What follows belongs to an exercise in optimizing a design on an open flow for small area, a short achievable clock period and few clock cycles per item; a production flow would make more cautious choices. In this exercise RTL edits were held to simulation tests only and were not proved equivalent to the original. Power and IR drop assume default switching activity.

Setup of v10:
Design boron_codec, start of the top module:
module boron_codec(
    input         clk,
    input         rst,
    input         enc_start,
    input  [63:0] enc_plain,
    input  [79:0] enc_key,
    output [63:0] enc_out,
    output        enc_done,
    input         dec_start,
    input  [63:0] dec_cipher,
    input  [79:0] dec_key,
    output [63:0] dec_out,
    output        dec_done
);
Settings: LEC_CHECK=0, CAP_MARGIN=20, CORE_MARGIN=2, CORE_UTILIZATION=60, GPL_ROUTABILITY_DRIVEN=0, PLACE_DENSITY=0.72, SETUP_SLACK_MARGIN=1.9, SLEW_MARGIN=20, SYNTH_HIERARCHICAL=1; clock period 4.0 ns.
standard.sh (not shown) runs the stock make flow with config.mk's settings and CLKGATE_MAP_FILE= SYNTH_SCRIPT=/design/flow/synth_recipe.tcl, a recipe that flattens the netlist after the stock synthesis.
==> flow/flow/run.sh <==
#!/bin/bash
# The standard layout (standard.sh) with two changes:
#  - synthesis maps with ABC's &nf mapper (nf.script) instead of the ORFS
#    speed script, without 4-input muxes and without half-adder extraction
#    (synth.tcl, otherwise the standard flow's own synth_recipe.tcl);
#  - every port is buffered by sky130_fd_sc_hd__buf_1 instead of the
#    clock-delay buffer buffer_ports picks by default.
# ORFS writes each step's log under orfs/logs/; make's output goes to
# standard.log.
set -euo pipefail
here=$(cd "$(dirname "${BASH_SOURCE[0]}")" && pwd)
export BUFFER_PORTS_ARGS="-buffer_cell sky130_fd_sc_hd__buf_1"
export MY_ABC_SCRIPT="$here/nf.script"
grep -q 'SYNTH_SCRIPT=' standard.sh
sed "s#SYNTH_SCRIPT=[^ ]*#SYNTH_SCRIPT=$here/synth.tcl#" standard.sh > my_standard.sh
grep -q "SYNTH_SCRIPT=$here/synth.tcl" my_standard.sh
bash my_standard.sh > standard.log 2>&1
==> flow/flow/nf.script <==
&get -n
&st
&dch
&nf
&put
topo
stime -c
==> flow/flow/synth.tcl <==
proc synth {args} { yosys synth -nofsm -noshare {*}$args }
# Technology mapping: ABC's &nf mapper (area recovery, no buffering) in place
# of the ORFS scripts, without the 4-input muxes, and no half-adder
# extraction; OpenROAD's repair sizes and buffers the critical paths.
proc abc {args} {
  set i [lsearch -exact $args -script]
  if {$i >= 0} { lset args [expr {$i + 1}] $::env(MY_ABC_SCRIPT) }
  foreach c {mux4_1 mux4_2 mux4_4} { lappend args -dont_use sky130_fd_sc_hd__$c }
  yosys abc {*}$args
}
proc extract_fa {args} {}
source $::env(SCRIPTS_DIR)/synth.tcl
# left out here: clear keep_hierarchy, flatten, clean up, hide names made inside functions, write 1_2_yosys.v
v10: no failed stages, no open violations at the end
Testbench counts of v10, summed over its fixed seeds: cycles 6,920, items 256.
--- input diff v10..v51 ---
Settings: SETUP_SLACK_MARGIN: 1.9 -> 1.8.
- v51 against v10: post-cts gate resize count went down by about 70%; final HPWL from detailed placement went up by 1.1%.
- Comparing v51 and v10, the higher total power is on v10.
- The clock network area share reported for v51 is smaller than that of v10 by 0.16 points.
- Comparing v51 and v10, first-iteration DRC count is higher on v51.
- Routed wirelength normalized by instance count essentially unchanged between v51 and v10.
- On wire length, v51 does better than v10.
Input-level comparison between v25 and v51:
Settings: CORE_UTILIZATION now 65, was 60; PLACE_DENSITY now 0.75, was 0.72.
Results
Final area was lower in v25 than in v51. Comparing v51 and v25, the lower final cell count was measured on v25. Any difference in maximum frequency between v51 and v25 is small enough to ignore. v25: combinational share of power is 0.4 points lower than what v51 reported. Maximum number of pins on one net before global-route repair: v51 and v25 compared, higher one is v51. Side by side, number of antenna diodes turned out lower in v25 than in v51. Of v25 and v51, it is v25 that has the higher final total power.
#### Input delta (v26 over v25)
Settings: changing SETUP_SLACK_MARGIN from 1.8 to 1.85; changing PLACE_DENSITY from 0.75 to 0.68; removing GPL_ROUTABILITY_DRIVEN (formerly 0); changing CORE_UTILIZATION from 65 to 55.
Results
Final cell area: v26 above v25
The lower portion of the layout cell area used by non-clock buffers of v25 and v26 is in v25.
Sort v25 and v26 by largest incremental delay on the critical path desc -> top: v25
Compared with v25, in v26 x dimension of the die saw an increase, internal power component saw an increase, final hold slack saw little to no change, met1 routed wirelength after detailed routing saw an increase.
For area used by sequential logic in the layout, v25 and v26 come out practically identical.
v26 has actual transition at the worst max-transition pin above what v25 had.
Shortest period the worst path allows delta (v26 − v25): favourable
Diff v25 -> v26 | wire length of the first global-routing pass | down slightly
[inputs] v59 vs v26
Settings: PLACE_DENSITY: 0.68 -> 0.72; GPL_ROUTABILITY_DRIVEN: unset -> 0; SETUP_SLACK_MARGIN: 1.85 -> 1.75; CORE_UTILIZATION: 55 -> 60.
==> comparison <==
- Smallest setup slack after layout is lower on v59
- v26 → v59: routed wire length moved down, number of cells traversed by the worst register-to-register path moved down.

## re-timing with driven ports
Ports are ideal in the flow. The routed layouts listed here were re-timed in OpenROAD. Step 1 (the two cells are an assumption about what drives the block):
set clk [get_ports {clk}]
set_driving_cell -lib_cell sky130_fd_sc_hd__clkbuf_16 $clk
set_driving_cell -lib_cell sky130_fd_sc_hd__buf_2 [delete_from_list [all_inputs] $clk]
Step 2 also shifts input and output timing later by t, the mid clock arrival at the registers, as if the neighbouring blocks saw the same clock. a / b / c = ideal / step 1 / step 2; a / b = the first two.
| run | shift t [ns] | slack for setup (ns) | worst slew at a driven data input, ns |
|---|---|---|---|
| v10 | 0.572 | 1.791 / 1.763 / 1.473 | 0.11 |
| v51 | 0.571 | 1.791 / 1.739 / 1.690 | 0.11 |
| v25 | 0.577 | 1.796 / 1.757 / 1.568 | 0.09 |
| v26 | 0.579 | 1.824 / 1.768 / 1.433 | 0.10 |
| v59 | 0.573 | 1.767 / 1.719 / 1.691 | 0.10 |
After both steps every run listed still meets setup and hold. For v26, which loses most, drivers alone change the setup slack by -0.056 ns; drivers and shift together by -0.391 ns.
